Source: an optimization exercise on an open RTL-to-GDS flow (aim: small area and a short achievable clock period). Production flows keep margins and buffers that such runs may drop. RTL that was checked went through simulation tests only; none was proved equivalent to the original. For runs 4 and 5, only the layout was checked, not whether the RTL still works.

==> flow/design.v, too long to show whole: its modules and the start of the top module <==
// module fa_pair_raw: 24 lines
// module fa_pair_norm: 16 lines
// module fa_one_ctl: 13 lines
// module fa_one_dp: 25 lines
// module pa_a8: 28 lines
// module pa_a23: 86 lines
// module pa_a24: 88 lines
// module pa_a25: 92 lines
// module stage1: 6 lines
// module fm707: 156 lines
// module fm707_add: 170 lines
// module fm707_x3: 92 lines
// module fm707s: 156 lines
// module fm707s_add: 96 lines
// module fm707s_x3: 54 lines
// module stage2: 43 lines
// module mux8to1: 28 lines
// module fft: 32 lines
module fft(rst,s,x0,x1,x2,x3,x4,x5,x6,x7,real_out,img_out,clk);
  // ...
==> flow/flow/run.sh <==
#!/bin/bash
# The standard layout (standard.sh) with these changes:
#  - synthesis: the standard flow's synthesis script (synth_recipe.tcl, unchanged) runs
#    with ABC's area mapper (flow/abc_amap.script) in place of ORFS's abc_area.script, and without Yosys's extract_fa, so ABC maps the adders too. Registers are mapped before either step, so they
#    are the standard synthesis's;
#  - the timing repair steps (floorplan, CTS, global route) aim for a setup
#    slack of SETUP_SLACK_MARGIN ns; the SDC and clock period are unchanged;
#  - every input and output port gets a buf_1 as its buffer.
# Tool output: standard.log here, and ORFS's logs under orfs/logs.
set -e
W=$PWD
cat > $W/synth_own.tcl <<EOT
proc extract_fa {args} { puts "extract_fa skipped" }
proc abc {args} {
  set i [lsearch -exact \$args -script]
  if {\$i >= 0 && "abc_amap.script" ne ""} { lset args [expr {\$i + 1}] $W/flow/abc_amap.script }
  yosys abc {*}\$args
}
source $W/synth_recipe.tcl
EOT
sed -e "s|SYNTH_SCRIPT=[^ ]*|SYNTH_SCRIPT=$W/synth_own.tcl|" standard.sh > standard_own.sh
export SETUP_SLACK_MARGIN=47
export BUFFER_PORTS_ARGS="-buffer_cell sky130_fd_sc_hd__buf_1"
bash standard_own.sh > standard.log 2>&1
==> flow/flow/abc_amap.script <==
strash
balance
rewrite
refactor
balance
rewrite
rewrite -z
balance
refactor -z
rewrite -z
balance
dch
amap
topo
stime -c
buffer -c
upsize -c
dnsize -c
==> flow/standard.sh <==
#!/bin/bash
# synth_recipe.tcl (not shown) runs the flow's synth.tcl, then flattens the netlist and writes it again
# the make line also repeats each setting of config.mk as NAME=value (left out here)
make -C /OpenROAD-flow-scripts/flow DESIGN_CONFIG=/design/flow/config.mk WORK_HOME=/design/flow/orfs CLKGATE_MAP_FILE= SYNTH_SCRIPT=/design/flow/synth_recipe.tcl "${@:-finish}"
==> flow/config.mk <==
export PLATFORM = sky130hd
export DESIGN_NAME = fft
export DESIGN_NICKNAME = fft
export VERILOG_FILES = /design/flow/design.v
export SDC_FILE = /design/flow/constraint.sdc
export NUM_CORES = 8
export LEC_CHECK = 0
export ABC_AREA = 1
export CAP_MARGIN = 20
export CORE_MARGIN = 2
export CORE_UTILIZATION = 40
export PLACE_DENSITY = 0.75
export SLEW_MARGIN = 20
==> flow/constraint.sdc <==
create_clock -name core_clock -period 72.0 [get_ports {clk}]
set_input_delay 14.4000 -clock core_clock [delete_from_list [all_inputs] [get_ports {clk}]]
set_output_delay 14.4000 -clock core_clock [all_outputs]
set_load 0.01 [all_outputs]
==> impl_metrics.tcl, run 1 <==
set metrics [dict create \
    status "no timing/DRC/antenna violations" \
    setup_ws_ns 47.41 \
    wl_per_cell_um 20.6 \
    use_met2_pct 48.8 \
    seq_cell_count 352 \
    wirelength_mm 237 \
    synth-edff-count 0 \
    synth-xor-area-share_pct 0.110 \
    drtAntennaViolNets 0 \
    min_period_ns 24.59 \
    rows 136 \
    start_kind "flip-flop" \
    crit_buf_inv 7 \
    critPathMostFrequentCell "nand2_1" \
    worst_clock_skew_ns 0.0435 \
    seq_area_share_pct 11.6 \
    multi_input_area_share_pct 71.0 \
    worstSetupPathDepth 75 \
    grt_pass1_vias 63600 \
    cpPeakStageDelay_ns 0.59 \
    critPathKind "reg -> out" \
    synth.avg_cell_area_um2 5.81 \
    antenna_found_initial 4 \
    synth_top_area_share_pct 16.8 \
    synth_top_family_by_area "compound AO/OA/AOI/OAI gates" \
    instances_no_fill 11500 \
    cts_setup_buffers 4 \
    synthArstFlopShare_pct 0 \
]
==> run 2: changes to the inputs <==
--- a/flow/flow/run.sh
+++ b/flow/flow/run.sh
@@ -3,8 +3,9 @@
 #  - synthesis: the standard flow's synthesis script (synth_recipe.tcl, unchanged) runs
 #    with ABC's area mapper (flow/abc_amap.script) in place of ORFS's abc_area.script, and without Yosys's extract_fa, so ABC maps the adders too. Registers are mapped before either step, so they
 #    are the standard synthesis's;
-#  - the timing repair steps (floorplan, CTS, global route) aim for a setup
-#    slack of SETUP_SLACK_MARGIN ns; the SDC and clock period are unchanged;
+#  - the timing repair steps aim for a setup slack of SETUP_SLACK_MARGIN ns
+#    (0 up to CTS, 47 after global routing); the SDC and clock period
+#    are unchanged;
 #  - every input and output port gets a buf_1 as its buffer.
 # Tool output: standard.log here, and ORFS's logs under orfs/logs.
 set -e
@@ -19,6 +20,8 @@
 source $W/synth_recipe.tcl
 EOT
 sed -e "s|SYNTH_SCRIPT=[^ ]*|SYNTH_SCRIPT=$W/synth_own.tcl|" standard.sh > standard_own.sh
-export SETUP_SLACK_MARGIN=47
 export BUFFER_PORTS_ARGS="-buffer_cell sky130_fd_sc_hd__buf_1"
-bash standard_own.sh > standard.log 2>&1
+# repair up to CTS aims for SETUP_SLACK_MARGIN=0, the one after global
+# routing (with its better parasitics) for 47
+SETUP_SLACK_MARGIN=0 bash standard_own.sh cts > standard.log 2>&1
+SETUP_SLACK_MARGIN=47 bash standard_own.sh > standard_finish.log 2>&1
--- a/flow/config.mk
+++ b/flow/config.mk
@@ -9,5 +9,4 @@
 export CAP_MARGIN = 20
 export CORE_MARGIN = 2
 export CORE_UTILIZATION = 40
-export PLACE_DENSITY = 0.75
 export SLEW_MARGIN = 20
==> impl_metrics.tcl, run 2 <==
set metrics [dict create \
    cpPeakStageDelay_ns 0.48 \
    ys_seq_elements 352 \
    cts_max_level 2 \
    synth-edff-count 0 \
    finalHoldViolations 0 \
    cpLargestDelayFamily "compound AO/OA/AOI/OAI gates" \
    numCtsBuffers 40 \
    area_growth_pct 10.3 \
    synthArstFlopShare_pct 0 \
    synth.avg_cell_area_um2 5.81 \
    cts_hold_buf 0 \
    instances_no_fill 11500 \
    cp_slowest_cell "inv_1" \
    antenna_cells 0 \
    antenna_found_initial 3 \
    cp_max_fo 62 \
    drt_iter0_drc 8268 \
    dieHeight_um 377 \
    routed_via_density 6.36 \
    critPathKind "in -> reg" \
    yosys-top-cells-count "1767 x nor2_1, 1501 x o22ai_1, 956 x inv_1, 866 x nand2_1, 834 x o21ai_0" \
    ys.flop_type "dfxtp_1" \
    hold_class "reg -> reg" \
    cts_tree "built" \
    worst_clock_skew_ns 0.0465 \
    synth_cell_types 116 \
    status "no timing/DRC/antenna violations" \
    synth_area_leader_cell "o22ai_1" \
    dp_cells 11300 \
    wirelength_mm 259 \
    syn_inst 9592 \
    clk_pin_slew_ns 0.06 \
    setup_viol 0 \
    synth_top_area_share_pct 16.8 \
    endpoint_kind "flip-flop" \
    critPathMostFrequentCell "nor2_1" \
    grt_setup_unrepaired "yes" \
    tns_ns 0 \
    grt_pass1_wl_mm 373 \
    die_x_um 377 \
    final_max_slew_viol_count 0 \
    drtAntennaViolNets 0 \
    numClockSinks 352 \
    initial_core_util_pct 40.4 \
    syn_area_um2 55700 \
    dp_hpwl_mm 210 \
    drive_above_1_share_pct 8.08 \
    grt_max_degree 67 \
    grt_pass1_vias 62700 \
    crit_buf_inv 9 \
    cts_root_buf "clkbuf_16" \
    pin_count 325 \
    overflow 0 \
    min_period_ns 24.33 \
    place_area_um2 57900 \
    layout_common_cells "1747 x nor2_1, 1458 x o22ai_1, 939 x inv_1, 859 x nand2_1, 802 x a21oi_1" \
    insertion_delay_ns 0.61 \
    drc_errors 0 \
    relSlewSlack_pct 12.4 \
    synthTopCellsByArea "o22ai_1 17%, dfxtp_1 13%, nor2_1 12%, o21ai_0 7.5%, a21oi_1 7.4%" \
    grt_usage_pct 33.5 \
    worstPathArrival_ns 24.82 \
    core_um2 138000 \
    clockBufferDepth 3 \
    first_pass_iters 8 \
    worstPathRequired_ns 72.49 \
    finalNetCount 9966 \
    gp_congestion 1.05 \
    wl_per_cell_um 22.4 \
    start_kind "input port" \
    portBuffers 324 \
    worst_pin_slew_ns 1.31 \
    dieArea_um2 142000 \
    yosys_warnings 5 \
    vias 73300 \
    final_area_um2 61500 \
    maxCapViolCount 0 \
    yosysMostFrequentCell "nor2_1" \
    timing.hold.ws_ns 0.326 \
    yosysSeqAreaShare_pct 12.6 \
    syn-num-nets 9853 \
    rows 136 \
    layout_commonest_cell "nor2_1" \
    fmax_ghz 0.0411 \
    period_share_pct 33.8 \
]
run 2: cell counts after synthesis:
No cell type changed its count.
run 2: what timing repair did:
action,4_1_cts,5_1_grt
setup buffers,0,71
gates resized for setup,0,326
setup endpoints to repair,0,140
run 2: cells by family after synthesis:
group	share of synthesized area, %
compound gates	52.2
xor+xnor	0.110
buf+inv	11.4
flops	12.6
simple gates	23.6
run 2: metrics by stage:
stage               worst slack, ns  util, %
floorplan                     48.70        -
global placement              45.26     42.0
detailed placement            45.06     42.0
CTS                           45.59     43.0
global route                  46.80     44.6
finish                        47.67     44.6
run 2: worst paths after layout:
path | from | end | slack (ns) | cells past startpoint
setup / recovery | s[0] | qcI[6] | 47.67 | 50
hold / removal | rst1 | rst2 | 0.33 | 0
setup reg to reg | qR2[26] | qcI[6] | 48.85 | 119
hold reg to reg | rst1 | rst2 | 0.33 | 0
run 2: per-layer routing:
layer	GRT usage, %	share of wire [%]	up-vias
met4	13.2	4.8	4
li1	-	-	35800
met5	0	0.0093	-
met3	3.85	8.0	518
met1	45.9	44	33600
met2	53.2	43	3287
run 2: cell type report:
cell class | count | area [µm²]
clock buffers | 43 | 1030
clock inverters | 29 | 409
fillers | 14800 | 76400
inverters | 1026 | 3930
multi-input cells | 7716 | 43300
flip-flops and latches | 352 | 7070
well taps | 1794 | 2240
repair buffers | 556 | 3390
repair inverters | 13 | 77.6
==> run 3: changes to the inputs <==
--- a/flow/flow/run.sh
+++ b/flow/flow/run.sh
@@ -4,7 +4,7 @@
 #    with ABC's area mapper (flow/abc_amap.script) in place of ORFS's abc_area.script, and without Yosys's extract_fa, so ABC maps the adders too. Registers are mapped before either step, so they
 #    are the standard synthesis's;
 #  - the timing repair steps aim for a setup slack of SETUP_SLACK_MARGIN ns
-#    (0 up to CTS, 47 after global routing); the SDC and clock period
+#    (45 up to CTS, 47 after global routing); the SDC and clock period
 #    are unchanged;
 #  - every input and output port gets a buf_1 as its buffer.
 # Tool output: standard.log here, and ORFS's logs under orfs/logs.
@@ -21,7 +21,7 @@
 EOT
 sed -e "s|SYNTH_SCRIPT=[^ ]*|SYNTH_SCRIPT=$W/synth_own.tcl|" standard.sh > standard_own.sh
 export BUFFER_PORTS_ARGS="-buffer_cell sky130_fd_sc_hd__buf_1"
-# repair up to CTS aims for SETUP_SLACK_MARGIN=0, the one after global
+# repair up to CTS aims for SETUP_SLACK_MARGIN=45, the one after global
 # routing (with its better parasitics) for 47
-SETUP_SLACK_MARGIN=0 bash standard_own.sh cts > standard.log 2>&1
+SETUP_SLACK_MARGIN=45 bash standard_own.sh cts > standard.log 2>&1
 SETUP_SLACK_MARGIN=47 bash standard_own.sh > standard_finish.log 2>&1
==> impl_metrics.tcl, run 3 <==
set metrics [dict create \
    worst_pin_slew_ns 1.31 \
    critPathKind "in -> reg" \
    hold_class "reg -> reg" \
    yosysMostFrequentCell "nor2_1" \
    pin_count 325 \
    cts_max_level 2 \
    wirelength_mm 259 \
    initial_core_util_pct 40.4 \
    numCtsBuffers 40 \
    finalHoldViolations 0 \
    numClockSinks 352 \
    synth_cell_types 116 \
    period_share_pct 33.8 \
    area_growth_pct 10.3 \
    layout_common_cells "1747 x nor2_1, 1458 x o22ai_1, 939 x inv_1, 859 x nand2_1, 802 x a21oi_1" \
    portBuffers 324 \
    status "no timing/DRC/antenna violations" \
    start_kind "input port" \
    yosys-top-cells-count "1767 x nor2_1, 1501 x o22ai_1, 956 x inv_1, 866 x nand2_1, 834 x o21ai_0" \
    clk_pin_slew_ns 0.06 \
    cts_tree "built" \
    synthArstFlopShare_pct 0 \
    crit_buf_inv 9 \
    yosys_warnings 5 \
    maxCapViolCount 0 \
    rows 136 \
    drc_errors 0 \
    synth_top_area_share_pct 16.8 \
    syn_area_um2 55700 \
    fmax_ghz 0.0411 \
    drt_iter0_drc 8268 \
    antenna_cells 0 \
    antenna_found_initial 3 \
    cp_max_fo 62 \
    ys.flop_type "dfxtp_1" \
    die_x_um 377 \
    grt_pass1_vias 62700 \
    insertion_delay_ns 0.61 \
    syn_inst 9592 \
    endpoint_kind "flip-flop" \
    grt_max_degree 67 \
    synth.avg_cell_area_um2 5.81 \
    min-delay-start "rst1" \
    drtAntennaViolNets 0 \
    cp_slowest_cell "inv_1" \
    cpPeakStageDelay_ns 0.48 \
    dieHeight_um 377 \
    cts_root_buf "clkbuf_16" \
    clockBufferDepth 3 \
    timing.hold.ws_ns 0.326 \
    grt_setup_unrepaired "yes" \
    dp_hpwl_mm 210 \
    cpLargestDelayFamily "compound AO/OA/AOI/OAI gates" \
    dieArea_um2 142000 \
    worstPathRequired_ns 72.49 \
    drive_above_1_share_pct 8.08 \
    first_pass_iters 8 \
    synthTopCellsByArea "o22ai_1 17%, dfxtp_1 13%, nor2_1 12%, o21ai_0 7.5%, a21oi_1 7.4%" \
    worstPathArrival_ns 24.82 \
    layout_commonest_cell "nor2_1" \
    dp_cells 11300 \
    min_period_ns 24.33 \
    grt_pass1_wl_mm 373 \
    vias 73300 \
    routed_via_density 6.36 \
    overflow 0 \
    core_um2 138000 \
    gp_congestion 1.05 \
    tns_ns 0 \
    grt_usage_pct 33.5 \
    ys_seq_elements 352 \
    instances_no_fill 11500 \
    worst_clock_skew_ns 0.0465 \
    wl_per_cell_um 22.4 \
    critPathMostFrequentCell "nor2_1" \
    yosysSeqAreaShare_pct 12.6 \
    synth_area_leader_cell "o22ai_1" \
    synth-edff-count 0 \
    final_max_slew_viol_count 0 \
    crit_path_start "s[0]" \
    syn-num-nets 9853 \
    finalNetCount 9966 \
    setup_viol 0 \
    relSlewSlack_pct 12.4 \
    r2r_start "qR2[26]" \
]
## run 3: cell counts after synthesis
No cell type changed its count.
## run 3: final timing paths
kind / end / slack (ns) / cells past startpoint
setup / recovery: qcI[6] / 47.67 / 50
hold / removal: rst2 / 0.33 / 0
setup reg to reg: qcI[6] / 48.85 / 119
hold reg to reg: rst2 / 0.33 / 0
## run 3: cell type report
class / instances / area, µm²
Timing Repair inverter: 13 / 77.6
Clock buffer: 43 / 1030
Inverter: 1026 / 3930
Tap cell: 1794 / 2240
Fill cell: 14800 / 76400
Clock inverter: 29 / 409
Timing Repair Buffer: 556 / 3390
Sequential cell: 352 / 7070
Multi-Input combinational cell: 7716 / 43300
## run 3: worst register-to-register path, delay by kind of cell (launching register included)
family | cells | cell delay, ns
compound gates | 53 | 13.29
simple gates | 54 | 6.08
buf+inv | 12 | 3.29
flops | 1 | 0.42
## run 3: what timing repair did
item / in CTS / in global routing
setup endpoints to repair: 0 / 140
hold buffers: 0 / 0
hold endpoints to repair: 0 / 0
resized for setup: 0 / 326
setup buffers: 0 / 71
## run 3: per-layer routing
metal	vias up	share of wire [%]	track usage, %	wire length (µm)
li1	35800	-	-	-
met1	33600	44	45.9	113000
met2	3287	43	53.2	112000
met3	518	8.0	3.85	20800
met4	4	4.8	13.2	12300
met5	-	0.0093	0	24
## run 3: kinds of logic after synthesis
family	Yosys count	synth area share (%)
buf+inv	1532	11.4
simple gates	3174	23.6
compound gates	4527	52.2
xor+xnor	7	0.110
flops	352	12.6
## run 3: through the flow
step	setup WS [ns]	util, %	cell area [µm²]
2_1_floorplan	48.70	-	55700
6_report	47.67	44.6	61500
4_1_cts	45.59	43.0	59300
3_5_place_dp	45.06	42.0	57900
3_3_place_gp	45.26	42.0	57900
5_1_grt	46.80	44.6	61500
==> module stage2, before the edit <==
module stage2(s,R1,S1,R2,S2,X,Y,M3);
  input [2:0] s;
  input [59:0] R1,S1,R2,S2;
  output [31:0] X,Y;
  output [31:0] M3;
  wire [64:0] P1,Q1,P2,Q2;
  fa_pair_norm n1(.s(R1[24:0]), .df(R1[48:25]), .eg(R1[56:49]), .rs(P1[61:31]), .rd(P1[30:0]));
  fa_pair_norm n2(.s(S1[24:0]), .df(S1[48:25]), .eg(S1[56:49]), .rs(Q1[61:31]), .rd(Q1[30:0]));
  fa_pair_norm n3(.s(R2[24:0]), .df(R2[48:25]), .eg(R2[56:49]), .rs(P2[61:31]), .rd(P2[30:0]));
  fa_pair_norm n4(.s(S2[24:0]), .df(S2[48:25]), .eg(S2[56:49]), .rs(Q2[61:31]), .rd(Q2[30:0]));
  assign P1[64:62] = R1[59:57];
  assign Q1[64:62] = S1[59:57];
  assign P2[64:62] = R2[59:57];
  assign Q2[64:62] = S2[59:57];
  function [31:0] sum_of;
    input [64:0] p;
    sum_of = p[63] ? {p[64], p[30:0]} : {p[64], p[61:31]};
  endfunction
  function [31:0] diff_of;
    input [64:0] p;
    diff_of = p[63] ? {p[62], p[61:31]} : {p[62], p[30:0]};
  endfunction
  wire [31:0] A1 = sum_of(P1), B1 = diff_of(P1), C1 = sum_of(Q1), D1 = diff_of(Q1);
  wire [31:0] A2 = sum_of(P2), B2 = diff_of(P2), C2 = sum_of(Q2);
  wire [31:0] D2 = diff_of(Q2);
  wire [31:0] M1;
  fm707 m1(.a(B2), .y(M1));
  fm707s m3(.a(D2), .y(M3));
  wire [6:0] c_re, c_ro, c_ie, c_io;
  fa_one_ctl fre(.a(A1), .b(C1), .c(c_re));
  fa_one_ctl fro(.a(B1), .b(M1), .c(c_ro));
  fa_one_ctl fie(.a(A2), .b(C2), .c(c_ie));
  fa_one_ctl fio(.a(D1), .b(M1), .c(c_io));
  wire odd = s[0];
  wire rho = s[1] ^ s[2];
  wire sg = odd ? rho : s[1];
  wire [31:0] ra = odd ? B1 : A1;
  wire [31:0] rb = odd ? M1 : C1;
  wire [31:0] ia = odd ? D1 : A2;
  wire [31:0] ib = odd ? M1 : C2;
  fa_one_dp ur(.a(ra), .b({rb[31] ^ sg, rb[30:0]}), .c(odd ? c_ro : c_re), .y(X));
  fa_one_dp ui(.a(ia), .b({ib[31] ^ sg, ib[30:0]}), .c(odd ? c_io : c_ie), .y(Y));
endmodule
==> run 4: changes to the inputs <==
--- a/flow/design.v
+++ b/flow/design.v
@@ -38,6 +38,36 @@
   assign rs = {es, fs};
   assign rd = {ed, fd};
 endmodule
+module fa_one(input [31:0] a, input [31:0] b, output [31:0] y);
+  wire sa = a[31], sb = b[31];
+  wire [7:0] ea = a[30:23], eb = b[30:23];
+  wire [22:0] fa = a[22:0], fb = b[22:0];
+  wire [7:0] d; wire dco; pa_a8 ud(.a(ea), .b(~eb), .cin(1'b1), .s(d), .cout(dco));
+  wire [7:0] dn = eb - ea;
+  wire [7:0] sh = d[7] ? dn : d;
+  wire dz = (ea == eb);
+  wire [22:0] cmps; wire fgt; pa_a23 uc(.a(fa), .b(~fb), .cin(1'b0), .s(cmps), .cout(fgt));
+  wire swap = d[7] | (dz & ~fgt);
+  wire [7:0] eg = swap ? eb : ea;
+  wire [23:0] mg = {1'b1, swap ? fb : fa};
+  wire [23:0] ml0 = {1'b1, swap ? fa : fb};
+  wire big = (sh[7:5] != 3'd0) | (sh[4] & sh[3]);
+  wire [23:0] ml = big ? 24'd0 : (ml0 >> sh[4:0]);
+  wire eff = sa ^ sb;
+  wire [24:0] r; wire rco;
+  pa_a25 ad(.a({1'b0, mg}), .b({1'b0, ml} ^ {25{eff}}), .cin(eff), .s(r), .cout(rco));
+  wire [24:0] rm = {r[24] & ~eff, r[23:0]};
+  reg [4:0] L;
+  integer i_L;
+  always @* begin
+    L = 5'd24;
+    for (i_L = 0; i_L < 25; i_L = i_L + 1)
+      if (rm[i_L]) L = 5'd24 - i_L[4:0];
+  end
+  wire [24:0] nr = rm << L;
+  wire [7:0] e = eg + 8'd1 - {3'd0, L};
+  assign y = {swap ? sb : sa, e, nr[23:1]};
+endmodule
 module fa_one_ctl(input [31:0] a, input [31:0] b, output [6:0] c);
   wire sa = a[31], sb = b[31];
   wire [7:0] ea = a[30:23], eb = b[30:23];
@@ -1122,26 +1152,24 @@
     input [64:0] p;
     diff_of = p[63] ? {p[62], p[61:31]} : {p[62], p[30:0]};
   endfunction
-  wire [31:0] A1 = sum_of(P1), B1 = diff_of(P1), C1 = sum_of(Q1), D1 = diff_of(Q1);
-  wire [31:0] A2 = sum_of(P2), B2 = diff_of(P2), C2 = sum_of(Q2);
-  wire [31:0] D2 = diff_of(Q2);
+  wire [30:0] mA1 = P1[63] ? P1[30:0] : P1[61:31];
+  wire [30:0] mC1 = Q1[63] ? Q1[30:0] : Q1[61:31];
+  wire [30:0] mD1 = Q1[63] ? Q1[61:31] : Q1[30:0];
+  wire [30:0] mA2 = P2[63] ? P2[30:0] : P2[61:31];
+  wire [30:0] mC2 = Q2[63] ? Q2[30:0] : Q2[61:31];
+  wire [31:0] B2 = diff_of(P2), D2 = diff_of(Q2);
   wire [31:0] M1;
   fm707 m1(.a(B2), .y(M1));
   fm707s m3(.a(D2), .y(M3));
-  wire [6:0] c_re, c_ro, c_ie, c_io;
-  fa_one_ctl fre(.a(A1), .b(C1), .c(c_re));
-  fa_one_ctl fro(.a(B1), .b(M1), .c(c_ro));
-  fa_one_ctl fie(.a(A2), .b(C2), .c(c_ie));
-  fa_one_ctl fio(.a(D1), .b(M1), .c(c_io));
   wire odd = s[0];
   wire rho = s[1] ^ s[2];
   wire sg = odd ? rho : s[1];
-  wire [31:0] ra = odd ? B1 : A1;
-  wire [31:0] rb = odd ? M1 : C1;
-  wire [31:0] ia = odd ? D1 : A2;
-  wire [31:0] ib = odd ? M1 : C2;
-  fa_one_dp ur(.a(ra), .b({rb[31] ^ sg, rb[30:0]}), .c(odd ? c_ro : c_re), .y(X));
-  fa_one_dp ui(.a(ia), .b({ib[31] ^ sg, ib[30:0]}), .c(odd ? c_io : c_ie), .y(Y));
+  wire [31:0] ra = {odd ? P1[62] : P1[64], (odd == P1[63]) ? P1[61:31] : P1[30:0]};
+  wire [31:0] rb = odd ? M1 : {Q1[64], mC1};
+  wire [31:0] ia = odd ? {Q1[62], mD1} : {P2[64], mA2};
+  wire [31:0] ib = odd ? M1 : {Q2[64], mC2};
+  fa_one ur(.a(ra), .b({rb[31] ^ sg, rb[30:0]}), .y(X));
+  fa_one ui(.a(ia), .b({ib[31] ^ sg, ib[30:0]}), .y(Y));
 endmodule
 module mux8to1(s,z,X,Y,W,M3s,cR,cI,real_out,img_out);
   input [2:0] s;
==> flow/flow/run.sh (replaced) <==
#!/bin/bash
# The standard layout (standard.sh) with these changes:
#  - synthesis: the standard flow's synthesis script (synth_recipe.tcl, unchanged) runs
#    with ORFS's own ABC script, and without Yosys's extract_fa, so ABC maps the adders too. Registers are mapped before either step, so they
#    are the standard synthesis's;
#  - the timing repair steps (floorplan, CTS, global route) aim for a setup
#    slack of SETUP_SLACK_MARGIN ns; the SDC and clock period are unchanged;
#  - every input and output port gets a buf_2 as its buffer.
# Tool output: standard.log here, and ORFS's logs under orfs/logs.
set -e
W=$PWD
cat > $W/synth_own.tcl <<EOT
proc extract_fa {args} { puts "extract_fa skipped" }
proc abc {args} {
  set i [lsearch -exact \$args -script]
  if {\$i >= 0 && "" ne ""} { lset args [expr {\$i + 1}] $W/flow/ }
  yosys abc {*}\$args
}
source $W/synth_recipe.tcl
EOT
sed -e "s|SYNTH_SCRIPT=[^ ]*|SYNTH_SCRIPT=$W/synth_own.tcl|" standard.sh > standard_own.sh
export SETUP_SLACK_MARGIN=48
export BUFFER_PORTS_ARGS="-buffer_cell sky130_fd_sc_hd__buf_2"
bash standard_own.sh > standard.log 2>&1
removed: flow/flow/abc_amap.script
==> impl_metrics.tcl, run 4 <==
set metrics [dict create \
    critPathMostFrequentCell "nand2_1" \
    yosysSeqAreaShare_pct 10.6 \
    rows 149 \
    cp_slowest_cell "dfxtp_4" \
    initial_core_util_pct 40.2 \
    syn_inst 13100 \
    status "no timing/DRC/antenna violations" \
    layout_commonest_cell "nand2_1" \
    synth.avg_cell_area_um2 5.04 \
    dieHeight_um 411 \
    maxCapViolCount 0 \
    vias 81000 \
    portBuffers 324 \
    synthArstFlopShare_pct 0 \
    drc_errors 0 \
    endpoint_kind "primary output" \
    overflow 0 \
    area_growth_pct 12.1 \
    syn-num-nets 13400 \
    synth_cell_types 84 \
    yosysMostFrequentCell "nand2_1" \
    finalHoldViolations 0 \
    syn_area_um2 66200 \
    ys_seq_elements 352 \
    grt_setup_unrepaired "yes" \
    dp_hpwl_mm 204 \
    yosys_warnings 6 \
    core_um2 165000 \
    synthTopCellsByArea "nand2_1 27%, dfxtp_1 11%, o21ai_0 10%, inv_1 9.7%, nand3_1 9.2%" \
    fmax_ghz 0.0426 \
    worst_clock_skew_ns 0.0559 \
    clk_pin_slew_ns 0.09 \
    yosys-top-cells-count "4743 x nand2_1, 1705 x inv_1, 1335 x o21ai_0, 1220 x nand3_1, 1007 x nor2_1" \
    timing.hold.ws_ns 0.334 \
    insertion_delay_ns 0.63 \
    dieArea_um2 169000 \
    die_x_um 411 \
    tns_ns 0 \
    critPathKind "reg -> out" \
    ys.flop_type "dfxtp_1" \
    gp_congestion 1.05 \
    numCtsBuffers 41 \
    wl_per_cell_um 16.2 \
    grt_max_degree 104 \
    worstPathArrival_ns 9.07 \
    synth-edff-count 0 \
    cpPeakStageDelay_ns 0.48 \
    hold_class "reg -> reg" \
    period_share_pct 32.6 \
    antenna_found_initial 7 \
    synth_area_leader_cell "nand2_1" \
    wirelength_mm 251 \
    clockBufferDepth 3 \
    cts_hold_buf 0 \
    layout_common_cells "4692 x nand2_1, 1679 x inv_1, 1200 x nand3_1, 1176 x o21ai_0, 969 x nor2_1" \
    cp_max_fo 16 \
    worst_pin_slew_ns 1.16 \
    relSlewSlack_pct 21.8 \
    final_max_slew_viol_count 0 \
    cts_root_buf "clkbuf_16" \
    start_kind "flip-flop" \
    grt_usage_pct 27.8 \
    cts_max_level 2 \
    drt_iter0_drc 8217 \
    pin_count 325 \
    setup_viol 0 \
    routed_via_density 5.22 \
    finalNetCount 13600 \
    first_pass_iters 8 \
    synth_top_area_share_pct 26.9 \
    drtAntennaViolNets 0 \
    numClockSinks 352 \
    grt_pass1_vias 69000 \
    min_period_ns 23.47 \
    grt_pass1_wl_mm 381 \
    worstPathRequired_ns 57.60 \
    drive_above_1_share_pct 10.7 \
    cts_tree "built" \
]
run 4: area by class of cell:
cell class,instances,area (µm²)
Tap cell,2189,2740
Antenna cell,1,2.50
Sequential cell,352,7070
Timing Repair Buffer,573,4270
Timing Repair inverter,3,15.0
Inverter,1803,6910
Clock buffer,50,1110
Clock inverter,25,303
Multi-Input combinational cell,10500,51800
Fill cell,18500,90400
run 4: routing by layer:
layer,global-route usage [%],vias to the layer above,wire length (µm)
met4,13.3,2,13500
met3,2.27,454,16100
met5,0,-,11
li1,-,42400,-
met1,39.4,35400,117000
met2,42.3,2814,105000
run 4: metrics by stage:
| step | std cells | utilization, % | area (µm²) | setup slack (ns) |
|---|---|---|---|---|
| after floorplan | 13100 | - | 66200 | 47.99 |
| after global placement | 15300 | 42.1 | 69300 | 45.03 |
| after detailed placement | 15300 | 42.1 | 69300 | 44.84 |
| after CTS | 15400 | 43.5 | 71600 | 48.00 |
| after global routing | 15500 | 45.1 | 74200 | 47.75 |
| final | 15500 | 45.1 | 74200 | 48.53 |
run 4: cells by family after synthesis:
| kind of cell | Yosys count | share of synthesized area, % |
|---|---|---|
| flip-flops | 352 | 10.6 |
| AO/OA/AOI/OAI | 2291 | 19.3 |
| multiplexers | 88 | 1.33 |
| AND/OR/NAND/NOR | 7594 | 48.2 |
| buffers and inverters | 2261 | 13.2 |
| XOR/XNOR | 483 | 6.47 |
| adder cells (fa/ha/maj) | 58 | 0.877 |
run 4: worst paths after layout:
path              cells past startpoint  startpoint           end  slack, ns
setup / recovery                     71      qcR[6]  real_out[30]      48.53
hold / removal                        0        rst1          rst2       0.33
setup reg to reg                    111     qR2[27]        qcR[6]      56.25
hold reg to reg                       0        rst1          rst2       0.33
run 4: what timing repair did:
item,4_1_cts,5_1_grt
pin swaps,17,105
setup buffers,27,110
gates resized for setup,129,484
gates cloned,13,26
hold endpoints to repair,0,0
setup endpoints to repair,157,171
run 4: worst max-delay path: cells and delay by family, from the launching register on:
kind                       cells  cell delay, ns
and+or+nand+nor               48            4.27
AOI/OAI and AO/OA             12            1.90
buffers and inverters          7            0.78
adders and majority gates      2            0.55
DFF                            1            0.48
xor gates and xnor gates       1            0.28
muxes                          1            0.16
==> module stage1, before the edit <==
module stage1(x0,x4,x2,x6,P,Q);
  input [31:0] x0,x4,x2,x6;
  output [59:0] P,Q;
  fa_pair_raw u0(.a(x0), .b(x4), .s(P[24:0]), .df(P[48:25]), .eg(P[56:49]), .sz(P[57]), .eff(P[58]), .sy(P[59]));
  fa_pair_raw u1(.a(x2), .b(x6), .s(Q[24:0]), .df(Q[48:25]), .eg(Q[56:49]), .sz(Q[57]), .eff(Q[58]), .sy(Q[59]));
endmodule
==> module mux8to1, before the edit <==
module mux8to1(s,z,X,Y,W,M3s,cR,cI,real_out,img_out);
  input [2:0] s;
  input z;
  input [31:0] X,Y,W;
  input M3s;
  input [6:0] cR,cI;
  output [31:0] real_out,img_out;
  wire odd = s[0];
  wire [31:0] rs, is;
  fa_one_dp ur(.a(X), .b(W), .c(cR), .y(rs));
  fa_one_dp ui(.a(Y), .b({M3s, W[30:0]}), .c(cI), .y(is));
  reg [31:0] zr, zi;
  always @* begin
    case (s)
      3'd0: begin zr = 32'h01800000; zi = 32'h00000000; end
      3'd1: begin zr = 32'hf4800000; zi = 32'h751a7efa; end
      3'd2: begin zr = 32'hf5000000; zi = 32'h75000000; end
      3'd3: begin zr = 32'hf4800000; zi = 32'hf4800000; end
      3'd4: begin zr = 32'h01800000; zi = 32'h00000000; end
      3'd5: begin zr = 32'hf4800000; zi = 32'h74800000; end
      3'd6: begin zr = 32'hf5000000; zi = 32'hf5000000; end
      default: begin zr = 32'hf4800000; zi = 32'hf51a7efa; end
    endcase
  end
  assign real_out = z ? zr : (odd | ~s[1]) ? rs : X;
  assign img_out = z ? zi : odd ? {is[31] ^ ~s[1], is[30:0]} :
                   (~s[1] ? 32'd0 : {Y[31] ^ ~s[2], Y[30:0]});
endmodule
==> module fft, before the edit <==
module fft(rst,s,x0,x1,x2,x3,x4,x5,x6,x7,real_out,img_out,clk);
input rst;
input [31:0] x0,x1,x2,x3,x4,x5,x6,x7;
input [2:0] s;
input clk;
output [31:0] real_out,img_out;
wire [59:0] R1,S1,R2,S2;
stage1 s1(.x0(x0),.x4(x4),.x2(x2),.x6(x6),.P(R1),.Q(S1));
stage1 s2(.x0(x1),.x4(x5),.x2(x3),.x6(x7),.P(R2),.Q(S2));
reg [59:0] qR1,qS1,qR2,qS2;
reg rst1, rst2;
always @(posedge clk)
begin
qR1<=R1; qS1<=S1; qR2<=R2; qS2<=S2;
rst1<=rst; rst2<=rst1;
end
wire [31:0] X,Y,M3;
stage2 st2(.s(s),.R1(qR1),.S1(qS1),.R2(qR2),.S2(qS2),.X(X),.Y(Y),.M3(M3));
wire [31:0] W = s[0] ? {M3[31] ^ ~(s[1] ^ s[2]), M3[30:0]} : Y;
wire [6:0] cR, cI;
fa_one_ctl kr(.a(X), .b(W), .c(cR));
fa_one_ctl ki(.a(Y), .b(W), .c(cI));
reg [31:0] qX,qY,qW;
reg [6:0] qcR,qcI;
reg qM3s;
reg [2:0] qs;
always @(posedge clk)
begin
qX<=X; qY<=Y; qW<=W; qM3s<=M3[31]; qs<=s; qcR<=cR; qcI<=cI;
end
mux8to1 m1(.s(qs),.z(rst2),.X(qX),.Y(qY),.W(qW),.M3s(qM3s),.cR(qcR),.cI(qcI),.real_out(real_out),.img_out(img_out));
endmodule
==> run 5: changes to the inputs <==
--- a/flow/design.v
+++ b/flow/design.v
@@ -1,5 +1,5 @@
-module fa_pair_raw(input [31:0] a, input [31:0] b, output [24:0] s, output [23:0] df,
-               output [7:0] eg, output sy, output sz, output eff);
+module fa_pair(input [31:0] a, input [31:0] b, output [30:0] rs, output [30:0] rd,
+               output sy, output sz, output eff);
   wire sa = a[31], sb = b[31];
   wire [7:0] ea = a[30:23], eb = b[30:23];
   wire [22:0] fa = a[22:0], fb = b[22:0];
@@ -9,32 +9,87 @@
   wire dz = (ea == eb);
   wire [22:0] cmps; wire fgt; pa_a23 uc(.a(fa), .b(~fb), .cin(1'b0), .s(cmps), .cout(fgt));
   wire swap = d[7] | (dz & ~fgt);
-  assign eg = swap ? eb : ea;
+  wire [7:0] eg = swap ? eb : ea;
   wire [23:0] mg = {1'b1, swap ? fb : fa};
   wire [23:0] ml0 = {1'b1, swap ? fa : fb};
   wire big = (sh[7:5] != 3'd0) | (sh[4] & sh[3]);
   wire [23:0] ml = big ? 24'd0 : (ml0 >> sh[4:0]);
-  wire sco;
+  wire [24:0] s; wire sco;
   pa_a25 as(.a({1'b0, mg}), .b({1'b0, ml}), .cin(1'b0), .s(s), .cout(sco));
-  wire dfco;
-  pa_a24 adf(.a(mg), .b(~ml), .cin(1'b1), .s(df), .cout(dfco));
-  assign sy = swap ? sb : sa;
-  assign sz = swap ? ~sb : sa;
-  assign eff = sa ^ sb;
-endmodule
-module fa_pair_norm(input [24:0] s, input [23:0] df, input [7:0] eg, output [30:0] rs, output [30:0] rd);
   wire [22:0] fs = s[24] ? s[23:1] : s[22:0];
   wire [7:0] es = eg + {7'd0, s[24]};
-  reg [4:0] L;
-  integer i_L;
-  always @* begin
-    L = 5'd23;
-    for (i_L = 0; i_L < 24; i_L = i_L + 1)
-      if (df[i_L]) L = 5'd23 - i_L[4:0];
-  end
+  wire [23:0] df; wire dfco;
+  pa_a24 adf(.a(mg), .b(~ml), .cin(1'b1), .s(df), .cout(dfco));
+  wire [31:0] dn2_x = {df[23:1], 1'b1, {8{1'b1}}};
+  wire dn2_v5 = dn2_x[31] | dn2_x[30];
+  wire [0:0] dn2_c5 = ~dn2_x[31];
+  wire dn2_v6 = dn2_x[29] | dn2_x[28];
+  wire [0:0] dn2_c6 = ~dn2_x[29];
+  wire dn2_v4 = dn2_v5 | dn2_v6;
+  wire [1:0] dn2_c4 = dn2_v5 ? {1'b0, dn2_c5} : {1'b1, dn2_c6};
+  wire dn2_v8 = dn2_x[27] | dn2_x[26];
+  wire [0:0] dn2_c8 = ~dn2_x[27];
+  wire dn2_v9 = dn2_x[25] | dn2_x[24];
+  wire [0:0] dn2_c9 = ~dn2_x[25];
+  wire dn2_v7 = dn2_v8 | dn2_v9;
+  wire [1:0] dn2_c7 = dn2_v8 ? {1'b0, dn2_c8} : {1'b1, dn2_c9};
+  wire dn2_v3 = dn2_v4 | dn2_v7;
+  wire [2:0] dn2_c3 = dn2_v4 ? {1'b0, dn2_c4} : {1'b1, dn2_c7};
+  wire dn2_v12 = dn2_x[23] | dn2_x[22];
+  wire [0:0] dn2_c12 = ~dn2_x[23];
+  wire dn2_v13 = dn2_x[21] | dn2_x[20];
+  wire [0:0] dn2_c13 = ~dn2_x[21];
+  wire dn2_v11 = dn2_v12 | dn2_v13;
+  wire [1:0] dn2_c11 = dn2_v12 ? {1'b0, dn2_c12} : {1'b1, dn2_c13};
+  wire dn2_v15 = dn2_x[19] | dn2_x[18];
+  wire [0:0] dn2_c15 = ~dn2_x[19];
+  wire dn2_v16 = dn2_x[17] | dn2_x[16];
+  wire [0:0] dn2_c16 = ~dn2_x[17];
+  wire dn2_v14 = dn2_v15 | dn2_v16;
+  wire [1:0] dn2_c14 = dn2_v15 ? {1'b0, dn2_c15} : {1'b1, dn2_c16};
+  wire dn2_v10 = dn2_v11 | dn2_v14;
+  wire [2:0] dn2_c10 = dn2_v11 ? {1'b0, dn2_c11} : {1'b1, dn2_c14};
+  wire dn2_v2 = dn2_v3 | dn2_v10;
+  wire [3:0] dn2_c2 = dn2_v3 ? {1'b0, dn2_c3} : {1'b1, dn2_c10};
+  wire dn2_v20 = dn2_x[15] | dn2_x[14];
+  wire [0:0] dn2_c20 = ~dn2_x[15];
+  wire dn2_v21 = dn2_x[13] | dn2_x[12];
+  wire [0:0] dn2_c21 = ~dn2_x[13];
+  wire dn2_v19 = dn2_v20 | dn2_v21;
+  wire [1:0] dn2_c19 = dn2_v20 ? {1'b0, dn2_c20} : {1'b1, dn2_c21};
+  wire dn2_v23 = dn2_x[11] | dn2_x[10];
+  wire [0:0] dn2_c23 = ~dn2_x[11];
+  wire dn2_v24 = dn2_x[9] | dn2_x[8];
+  wire [0:0] dn2_c24 = ~dn2_x[9];
+  wire dn2_v22 = dn2_v23 | dn2_v24;
+  wire [1:0] dn2_c22 = dn2_v23 ? {1'b0, dn2_c23} : {1'b1, dn2_c24};
+  wire dn2_v18 = dn2_v19 | dn2_v22;
+  wire [2:0] dn2_c18 = dn2_v19 ? {1'b0, dn2_c19} : {1'b1, dn2_c22};
+  wire dn2_v27 = dn2_x[7] | dn2_x[6];
+  wire [0:0] dn2_c27 = ~dn2_x[7];
+  wire dn2_v28 = dn2_x[5] | dn2_x[4];
+  wire [0:0] dn2_c28 = ~dn2_x[5];
+  wire dn2_v26 = dn2_v27 | dn2_v28;
+  wire [1:0] dn2_c26 = dn2_v27 ? {1'b0, dn2_c27} : {1'b1, dn2_c28};
+  wire dn2_v30 = dn2_x[3] | dn2_x[2];
+  wire [0:0] dn2_c30 = ~dn2_x[3];
+  wire dn2_v31 = dn2_x[1] | dn2_x[0];
+  wire [0:0] dn2_c31 = ~dn2_x[1];
+  wire dn2_v29 = dn2_v30 | dn2_v31;
+  wire [1:0] dn2_c29 = dn2_v30 ? {1'b0, dn2_c30} : {1'b1, dn2_c31};
+  wire dn2_v25 = dn2_v26 | dn2_v29;
+  wire [2:0] dn2_c25 = dn2_v26 ? {1'b0, dn2_c26} : {1'b1, dn2_c29};
+  wire dn2_v17 = dn2_v18 | dn2_v25;
+  wire [3:0] dn2_c17 = dn2_v18 ? {1'b0, dn2_c18} : {1'b1, dn2_c25};
+  wire dn2_v1 = dn2_v2 | dn2_v17;
+  wire [4:0] dn2_c1 = dn2_v2 ? {1'b0, dn2_c2} : {1'b1, dn2_c17};
+  wire [4:0] L = dn2_c1;
   wire [23:0] dn2 = df << L;
   wire [22:0] fd = dn2[22:0];
   wire [7:0] ed = eg - {3'd0, L};
+  assign sy = swap ? sb : sa;
+  assign sz = swap ? ~sb : sa;
+  assign eff = sa ^ sb;
   assign rs = {es, fs};
   assign rd = {ed, fd};
 endmodule
@@ -57,51 +112,70 @@
   wire [24:0] r; wire rco;
   pa_a25 ad(.a({1'b0, mg}), .b({1'b0, ml} ^ {25{eff}}), .cin(eff), .s(r), .cout(rco));
   wire [24:0] rm = {r[24] & ~eff, r[23:0]};
-  reg [4:0] L;
-  integer i_L;
-  always @* begin
-    L = 5'd24;
-    for (i_L = 0; i_L < 25; i_L = i_L + 1)
-      if (rm[i_L]) L = 5'd24 - i_L[4:0];
-  end
-  wire [24:0] nr = rm << L;
-  wire [7:0] e = eg + 8'd1 - {3'd0, L};
-  assign y = {swap ? sb : sa, e, nr[23:1]};
-endmodule
-module fa_one_ctl(input [31:0] a, input [31:0] b, output [6:0] c);
-  wire sa = a[31], sb = b[31];
-  wire [7:0] ea = a[30:23], eb = b[30:23];
-  wire [22:0] fa = a[22:0], fb = b[22:0];
-  wire [7:0] d; wire dco; pa_a8 ud(.a(ea), .b(~eb), .cin(1'b1), .s(d), .cout(dco));
-  wire [7:0] dn = eb - ea;
-  wire [7:0] sh = d[7] ? dn : d;
-  wire dz = (ea == eb);
-  wire [22:0] cmps; wire fgt; pa_a23 uc(.a(fa), .b(~fb), .cin(1'b0), .s(cmps), .cout(fgt));
-  wire swap = d[7] | (dz & ~fgt);
-  wire big = (sh[7:5] != 3'd0) | (sh[4] & sh[3]);
-  assign c = {swap, big, sh[4:0]};
-endmodule
-module fa_one_dp(input [31:0] a, input [31:0] b, input [6:0] c, output [31:0] y);
-  wire sa = a[31], sb = b[31];
-  wire [7:0] ea = a[30:23], eb = b[30:23];
-  wire [22:0] fa = a[22:0], fb = b[22:0];
-  wire swap = c[6], big = c[5];
-  wire [7:0] sh = {3'd0, c[4:0]};
-  wire [7:0] eg = swap ? eb : ea;
-  wire [23:0] mg = {1'b1, swap ? fb : fa};
-  wire [23:0] ml0 = {1'b1, swap ? fa : fb};
-  wire [23:0] ml = big ? 24'd0 : (ml0 >> sh[4:0]);
-  wire eff = sa ^ sb;
-  wire [24:0] r; wire rco;
-  pa_a25 ad(.a({1'b0, mg}), .b({1'b0, ml} ^ {25{eff}}), .cin(eff), .s(r), .cout(rco));
-  wire [24:0] rm = {r[24] & ~eff, r[23:0]};
-  reg [4:0] L;
-  integer i_L;
-  always @* begin
-    L = 5'd24;
-    for (i_L = 0; i_L < 25; i_L = i_L + 1)
-      if (rm[i_L]) L = 5'd24 - i_L[4:0];
-  end
+  wire [31:0] nr_x = {rm[24:1], 1'b1, {7{1'b1}}};
+  wire nr_v5 = nr_x[31] | nr_x[30];
+  wire [0:0] nr_c5 = ~nr_x[31];
+  wire nr_v6 = nr_x[29] | nr_x[28];
+  wire [0:0] nr_c6 = ~nr_x[29];
+  wire nr_v4 = nr_v5 | nr_v6;
+  wire [1:0] nr_c4 = nr_v5 ? {1'b0, nr_c5} : {1'b1, nr_c6};
+  wire nr_v8 = nr_x[27] | nr_x[26];
+  wire [0:0] nr_c8 = ~nr_x[27];
+  wire nr_v9 = nr_x[25] | nr_x[24];
+  wire [0:0] nr_c9 = ~nr_x[25];
+  wire nr_v7 = nr_v8 | nr_v9;
+  wire [1:0] nr_c7 = nr_v8 ? {1'b0, nr_c8} : {1'b1, nr_c9};
+  wire nr_v3 = nr_v4 | nr_v7;
+  wire [2:0] nr_c3 = nr_v4 ? {1'b0, nr_c4} : {1'b1, nr_c7};
+  wire nr_v12 = nr_x[23] | nr_x[22];
+  wire [0:0] nr_c12 = ~nr_x[23];
+  wire nr_v13 = nr_x[21] | nr_x[20];
+  wire [0:0] nr_c13 = ~nr_x[21];
+  wire nr_v11 = nr_v12 | nr_v13;
+  wire [1:0] nr_c11 = nr_v12 ? {1'b0, nr_c12} : {1'b1, nr_c13};
+  wire nr_v15 = nr_x[19] | nr_x[18];
+  wire [0:0] nr_c15 = ~nr_x[19];
+  wire nr_v16 = nr_x[17] | nr_x[16];
+  wire [0:0] nr_c16 = ~nr_x[17];
+  wire nr_v14 = nr_v15 | nr_v16;
+  wire [1:0] nr_c14 = nr_v15 ? {1'b0, nr_c15} : {1'b1, nr_c16};
+  wire nr_v10 = nr_v11 | nr_v14;
+  wire [2:0] nr_c10 = nr_v11 ? {1'b0, nr_c11} : {1'b1, nr_c14};
+  wire nr_v2 = nr_v3 | nr_v10;
+  wire [3:0] nr_c2 = nr_v3 ? {1'b0, nr_c3} : {1'b1, nr_c10};
+  wire nr_v20 = nr_x[15] | nr_x[14];
+  wire [0:0] nr_c20 = ~nr_x[15];
+  wire nr_v21 = nr_x[13] | nr_x[12];
+  wire [0:0] nr_c21 = ~nr_x[13];
+  wire nr_v19 = nr_v20 | nr_v21;
+  wire [1:0] nr_c19 = nr_v20 ? {1'b0, nr_c20} : {1'b1, nr_c21};
+  wire nr_v23 = nr_x[11] | nr_x[10];
+  wire [0:0] nr_c23 = ~nr_x[11];
+  wire nr_v24 = nr_x[9] | nr_x[8];
+  wire [0:0] nr_c24 = ~nr_x[9];
+  wire nr_v22 = nr_v23 | nr_v24;
+  wire [1:0] nr_c22 = nr_v23 ? {1'b0, nr_c23} : {1'b1, nr_c24};
+  wire nr_v18 = nr_v19 | nr_v22;
+  wire [2:0] nr_c18 = nr_v19 ? {1'b0, nr_c19} : {1'b1, nr_c22};
+  wire nr_v27 = nr_x[7] | nr_x[6];
+  wire [0:0] nr_c27 = ~nr_x[7];
+  wire nr_v28 = nr_x[5] | nr_x[4];
+  wire [0:0] nr_c28 = ~nr_x[5];
+  wire nr_v26 = nr_v27 | nr_v28;
+  wire [1:0] nr_c26 = nr_v27 ? {1'b0, nr_c27} : {1'b1, nr_c28};
+  wire nr_v30 = nr_x[3] | nr_x[2];
+  wire [0:0] nr_c30 = ~nr_x[3];
+  wire nr_v31 = nr_x[1] | nr_x[0];
+  wire [0:0] nr_c31 = ~nr_x[1];
+  wire nr_v29 = nr_v30 | nr_v31;
+  wire [1:0] nr_c29 = nr_v30 ? {1'b0, nr_c30} : {1'b1, nr_c31};
+  wire nr_v25 = nr_v26 | nr_v29;
+  wire [2:0] nr_c25 = nr_v26 ? {1'b0, nr_c26} : {1'b1, nr_c29};
+  wire nr_v17 = nr_v18 | nr_v25;
+  wire [3:0] nr_c17 = nr_v18 ? {1'b0, nr_c18} : {1'b1, nr_c25};
+  wire nr_v1 = nr_v2 | nr_v17;
+  wire [4:0] nr_c1 = nr_v2 ? {1'b0, nr_c2} : {1'b1, nr_c17};
+  wire [4:0] L = nr_c1;
   wire [24:0] nr = rm << L;
   wire [7:0] e = eg + 8'd1 - {3'd0, L};
   assign y = {swap ? sb : sa, e, nr[23:1]};
@@ -402,9 +476,9 @@
 endmodule
 module stage1(x0,x4,x2,x6,P,Q);
   input [31:0] x0,x4,x2,x6;
-  output [59:0] P,Q;
-  fa_pair_raw u0(.a(x0), .b(x4), .s(P[24:0]), .df(P[48:25]), .eg(P[56:49]), .sz(P[57]), .eff(P[58]), .sy(P[59]));
-  fa_pair_raw u1(.a(x2), .b(x6), .s(Q[24:0]), .df(Q[48:25]), .eg(Q[56:49]), .sz(Q[57]), .eff(Q[58]), .sy(Q[59]));
+  output [64:0] P,Q;
+  fa_pair u0(.a(x0), .b(x4), .rs(P[61:31]), .rd(P[30:0]), .sy(P[64]), .eff(P[63]), .sz(P[62]));
+  fa_pair u1(.a(x2), .b(x6), .rs(Q[61:31]), .rd(Q[30:0]), .sy(Q[64]), .eff(Q[63]), .sz(Q[62]));
 endmodule
 module fm707(input [31:0] a, output [31:0] y);
   wire [22:0] f = a[22:0];
@@ -1130,20 +1204,11 @@
   assign s[24] = p0[24] ^ G24;
   assign cout = G25;
 endmodule
-module stage2(s,R1,S1,R2,S2,X,Y,M3);
+module stage2(s,P1,Q1,P2,Q2,X,Y,M3);
   input [2:0] s;
-  input [59:0] R1,S1,R2,S2;
+  input [64:0] P1,Q1,P2,Q2;
   output [31:0] X,Y;
   output [31:0] M3;
-  wire [64:0] P1,Q1,P2,Q2;
-  fa_pair_norm n1(.s(R1[24:0]), .df(R1[48:25]), .eg(R1[56:49]), .rs(P1[61:31]), .rd(P1[30:0]));
-  fa_pair_norm n2(.s(S1[24:0]), .df(S1[48:25]), .eg(S1[56:49]), .rs(Q1[61:31]), .rd(Q1[30:0]));
-  fa_pair_norm n3(.s(R2[24:0]), .df(R2[48:25]), .eg(R2[56:49]), .rs(P2[61:31]), .rd(P2[30:0]));
-  fa_pair_norm n4(.s(S2[24:0]), .df(S2[48:25]), .eg(S2[56:49]), .rs(Q2[61:31]), .rd(Q2[30:0]));
-  assign P1[64:62] = R1[59:57];
-  assign Q1[64:62] = S1[59:57];
-  assign P2[64:62] = R2[59:57];
-  assign Q2[64:62] = S2[59:57];
   function [31:0] sum_of;
     input [64:0] p;
     sum_of = p[63] ? {p[64], p[30:0]} : {p[64], p[61:31]};
@@ -1171,17 +1236,16 @@
   fa_one ur(.a(ra), .b({rb[31] ^ sg, rb[30:0]}), .y(X));
   fa_one ui(.a(ia), .b({ib[31] ^ sg, ib[30:0]}), .y(Y));
 endmodule
-module mux8to1(s,z,X,Y,W,M3s,cR,cI,real_out,img_out);
+module mux8to1(s,z,X,Y,W,M3s,real_out,img_out);
   input [2:0] s;
   input z;
   input [31:0] X,Y,W;
   input M3s;
-  input [6:0] cR,cI;
   output [31:0] real_out,img_out;
   wire odd = s[0];
   wire [31:0] rs, is;
-  fa_one_dp ur(.a(X), .b(W), .c(cR), .y(rs));
-  fa_one_dp ui(.a(Y), .b({M3s, W[30:0]}), .c(cI), .y(is));
+  fa_one ur(.a(X), .b(W), .y(rs));
+  fa_one ui(.a(Y), .b({M3s, W[30:0]}), .y(is));
   reg [31:0] zr, zi;
   always @* begin
     case (s)
@@ -1205,29 +1269,25 @@
 input [2:0] s;
 input clk;
 output [31:0] real_out,img_out;
-wire [59:0] R1,S1,R2,S2;
-stage1 s1(.x0(x0),.x4(x4),.x2(x2),.x6(x6),.P(R1),.Q(S1));
-stage1 s2(.x0(x1),.x4(x5),.x2(x3),.x6(x7),.P(R2),.Q(S2));
-reg [59:0] qR1,qS1,qR2,qS2;
+wire [64:0] P1,Q1,P2,Q2;
+stage1 s1(.x0(x0),.x4(x4),.x2(x2),.x6(x6),.P(P1),.Q(Q1));
+stage1 s2(.x0(x1),.x4(x5),.x2(x3),.x6(x7),.P(P2),.Q(Q2));
+reg [64:0] qP1,qQ1,qP2,qQ2;
 reg rst1, rst2;
 always @(posedge clk)
 begin
-qR1<=R1; qS1<=S1; qR2<=R2; qS2<=S2;
+qP1<=P1; qQ1<=Q1; qP2<=P2; qQ2<=Q2;
 rst1<=rst; rst2<=rst1;
 end
 wire [31:0] X,Y,M3;
-stage2 st2(.s(s),.R1(qR1),.S1(qS1),.R2(qR2),.S2(qS2),.X(X),.Y(Y),.M3(M3));
+stage2 st2(.s(s),.P1(qP1),.Q1(qQ1),.P2(qP2),.Q2(qQ2),.X(X),.Y(Y),.M3(M3));
 wire [31:0] W = s[0] ? {M3[31] ^ ~(s[1] ^ s[2]), M3[30:0]} : Y;
-wire [6:0] cR, cI;
-fa_one_ctl kr(.a(X), .b(W), .c(cR));
-fa_one_ctl ki(.a(Y), .b(W), .c(cI));
 reg [31:0] qX,qY,qW;
-reg [6:0] qcR,qcI;
 reg qM3s;
 reg [2:0] qs;
 always @(posedge clk)
 begin
-qX<=X; qY<=Y; qW<=W; qM3s<=M3[31]; qs<=s; qcR<=cR; qcI<=cI;
+qX<=X; qY<=Y; qW<=W; qM3s<=M3[31]; qs<=s;
 end
-mux8to1 m1(.s(qs),.z(rst2),.X(qX),.Y(qY),.W(qW),.M3s(qM3s),.cR(qcR),.cI(qcI),.real_out(real_out),.img_out(img_out));
+mux8to1 m1(.s(qs),.z(rst2),.X(qX),.Y(qY),.W(qW),.M3s(qM3s),.real_out(real_out),.img_out(img_out));
 endmodule
==> flow/flow/run.sh (replaced) <==
#!/bin/bash
# The standard layout (standard.sh) with these changes:
#  - synthesis: the standard flow's synthesis script (synth_recipe.tcl, unchanged) runs
#    with ABC's area mapper (flow/abc_amap.script) in place of ORFS's abc_area.script, and without Yosys's extract_fa, so ABC maps the adders too. Registers are mapped before either step, so they
#    are the standard synthesis's;
#  - the timing repair steps (floorplan, CTS, global route) aim for a setup
#    slack of SETUP_SLACK_MARGIN ns; the SDC and clock period are unchanged;
#  - every input and output port gets a buf_2 as its buffer.
# Tool output: standard.log here, and ORFS's logs under orfs/logs.
set -e
W=$PWD
cat > $W/synth_own.tcl <<EOT
proc extract_fa {args} { puts "extract_fa skipped" }
proc abc {args} {
  set i [lsearch -exact \$args -script]
  if {\$i >= 0 && "abc_amap.script" ne ""} { lset args [expr {\$i + 1}] $W/flow/abc_amap.script }
  yosys abc {*}\$args
}
source $W/synth_recipe.tcl
EOT
sed -e "s|SYNTH_SCRIPT=[^ ]*|SYNTH_SCRIPT=$W/synth_own.tcl|" standard.sh > standard_own.sh
export SETUP_SLACK_MARGIN=44
export BUFFER_PORTS_ARGS="-buffer_cell sky130_fd_sc_hd__buf_2"
bash standard_own.sh > standard.log 2>&1
==> flow/flow/abc_amap.script (new file) <==
strash
balance
rewrite
refactor
balance
rewrite
rewrite -z
balance
refactor -z
rewrite -z
balance
dch
amap
topo
stime -c
buffer -c
upsize -c
dnsize -c
==> impl_metrics.tcl, run 5 <==
set metrics [dict create \
    drive_above_1_share_pct 10.7 \
    timing.hold.ws_ns 0.329 \
    start_kind "flip-flop" \
    post-place-ws_ns 43.00 \
    setup_viol 0 \
    ys.flop_type "dfxtp_1" \
    numCtsBuffers 42 \
    pin_count 325 \
    grt_max_degree 64 \
    grt_usage_pct 31.6 \
    wl_met2_mm 100 \
    die_x_um 368 \
    cts_root_buf "clkbuf_16" \
    drc_errors 0 \
    maxCapViolCount 0 \
    core_um2 131000 \
    rows 133 \
    tns_ns 0 \
    holdPathStages 0 \
    cpPeakStageDelay_ns 0.62 \
    final_max_slew_viol_count 0 \
    fmax_ghz 0.0369 \
    syn_inst 9184 \
    clockBufferDepth 3 \
    gp_congestion 1.08 \
    final_area_um2 58800 \
    cp_slowest_cell "or4b_2" \
    initial_core_util_pct 40.3 \
    insertion_delay_ns 0.64 \
    worst_pin_slew_ns 1.14 \
    routed_via_density 6.28 \
    portBuffers 324 \
    synth_top_area_share_pct 15.6 \
    r2r_slack_ns 52.80 \
    antenna_found_initial 8 \
    cp_max_fo 13 \
    grt_setup_unrepaired "yes" \
    worst_clock_skew_ns 0.0381 \
    dieHeight_um 368 \
    instances_no_fill 11100 \
    dr.max_layer_used "met5" \
    synth-edff-count 0 \
    first_pass_iters 9 \
    yosys_warnings 3 \
    clk_pin_slew_ns 0.06 \
    dr_wl_met3_mm 18.1 \
    numClockSinks 362 \
    grt_pass1_wl_mm 342 \
    synth.avg_cell_area_um2 5.77 \
    synthTopCellsByArea "o22ai_1 16%, dfxtp_1 14%, nor2_1 12%, a21oi_1 8.4%, o21ai_0 8.1%" \
    worstPathRequired_ns 57.60 \
    finalNetCount 9532 \
    hold_class "reg -> reg" \
    endpoint_kind "primary output" \
    critPathMostFrequentCell "nand2_1" \
    hold_end "rst2" \
    worstPathArrival_ns 12.67 \
    min_period_ns 27.07 \
    worst-r2r-cell-count 91 \
    syn-num-nets 9445 \
    finalHoldViolations 0 \
    yosysMostFrequentCell "nor2_1" \
    layout_commonest_cell "nor2_1" \
    setup_ws_ns 44.93 \
    synthArstFlopShare_pct 0 \
    ys_seq_elements 362 \
    yosys-top-cells-count "1651 x nor2_1, 1323 x o22ai_1, 944 x nand2_1, 886 x a21oi_1, 884 x inv_1" \
    min-delay-start "rst1" \
    syn_area_um2 53000 \
    synth_cell_types 107 \
    relSlewSlack_pct 23.5 \
    drtAntennaViolNets 0 \
    drt_iter0_drc 8019 \
    grt_pass1_vias 59000 \
    critPathKind "reg -> out" \
    fillers 14300 \
    wirelength_mm 232 \
    wl_per_cell_um 21.0 \
    area_growth_pct 10.9 \
    status "no timing/DRC/antenna violations" \
    cts_max_level 2 \
    r2r_start "qP2[63]" \
    period_share_pct 37.6 \
    overflow 0 \
    drt-met1-wl_mm 102 \
    dp_hpwl_mm 187 \
    yosysSeqAreaShare_pct 13.7 \
    fin_util_pct 44.7 \
    vias 69400 \
    dp_cells 10900 \
    dieArea_um2 135000 \
    place_area_um2 55900 \
    synth_area_leader_cell "o22ai_1" \
    r2r-end "qW[19]" \
    layout_common_cells "1630 x nor2_1, 1298 x o22ai_1, 940 x nand2_1, 870 x a21oi_1, 864 x inv_1" \
    cts_tree "built" \
]
==> run 5: cell count changes in the layout (fill, tap and decap cells not counted), moves of 88 or more <==
cell      previous run  this run
nand2_1           4692       940
o22ai_1             45      1298
nand3_1           1200        34
inv_1             1679       864
nor2_1             969      1630
a21oi_1            367       870
xor2_1             381         0
o21ai_0           1176       828
o22a_1               2       217
nand2_2            186         7
o221ai_1            31       156
o211ai_1           155        33
a221oi_1             9        97
o21a_1              27       115
==> run 5: worst max-delay path: cells and delay by family, from the launching register on <==
kind            cells  cell delay, ns
compound gates     36            5.21
buf+inv             9            1.23
flops               1            0.35
simple gates       49            5.21
==> run 5: per-layer routing <==
| metal | vias to the layer above | global-route usage, % |
|---|---|---|
| li1 | 34200 | - |
| met1 | 31600 | 43.8 |
| met2 | 3119 | 49.5 |
| met3 | 457 | 3.00 |
| met4 | 2 | 13.7 |
| met5 | - | 0 |
==> run 5: worst max-delay path by stage <==
stage | start | endpoint | slack (ns) | depth (start not counted)
2_1_floorplan | qY[2] | img_out[30] | 45.94 | 92
3_3_place_gp | x5[0] | qP2[30] | 43.12 | 92
3_5_place_dp | x5[0] | qP2[30] | 43.00 | 92
4_1_cts | qW[0] | img_out[30] | 43.93 | 95
5_1_grt | x7[0] | qQ2[30] | 43.87 | 95
6_report | qY[2] | img_out[30] | 44.93 | 94
==> run 5: what timing repair did <==
| item | CTS | global route |
|---|---|---|
| hold buffers | 0 | 0 |
| cloned | 2 | 22 |
| pin swaps | 1 | 41 |
| setup buffers | 2 | 58 |
| gates resized for setup | 37 | 168 |
| endpoints found under the setup margin | 61 | 182 |
==> run 5: final cells by class <==
| class | count | area [µm²] | share of cell area, % |
|---|---|---|---|
| clock buffer | 57 | 1200 | 2.04 |
| multi-input combinational | 7395 | 40900 | 69.5 |
| timing repair buffer | 509 | 3300 | 5.61 |
| antenna | 1 | 2.50 | 0.00426 |
| clock inverter | 20 | 250 | 0.426 |
| timing repair inverter | 8 | 42.5 | 0.0724 |
| sequential | 362 | 7260 | 12.4 |
| tap | 1755 | 2200 | 3.74 |
| inverter | 953 | 3660 | 6.23 |
==> run 5: cell families after synthesis <==
| logic type | count (synthesis) | share of synthesized area, % |
|---|---|---|
| AO/OA/AOI/OAI | 4345 | 52.2 |
| AND/OR/NAND/NOR | 3045 | 23.7 |
| buffers and inverters | 1431 | 10.4 |
| flip-flops | 362 | 13.7 |
| XOR/XNOR | 1 | 0.0165 |

## separate check: timing with driven ports
No port has a modelled driver above. Below, the same layouts with a new extraction and two added sets of constraints.
Step 1: set_driving_cell puts a clkbuf_16 on clk and a buf_2 on each other input, an assumption about the parent block.
Step 2 adds t to the input delays and takes it off the output delays; t is the mean of the earliest and latest rising clock arrival at the registers after step 1. Input paths then give back, and output paths get back, about the clock's delay inside the block.
a / b / c = no drivers / after step 1 / after step 2; a / b = the first two.
run	shift t [ns]	slack for setup (ns)	slew at the worst register clock pin (ns)
run 1	0.676	47.413 / 47.329 / 47.136	0.08 / 0.08
run 2	0.661	47.669 / 47.689 / 47.056	0.07 / 0.07
run 3	0.661	47.669 / 47.689 / 47.056	0.07 / 0.07
run 4	0.667	48.525 / 48.464 / 48.129	0.09 / 0.09
run 5	0.695	44.928 / 44.857 / 44.598	0.07 / 0.07
After both steps setup and hold are still met in every run listed.
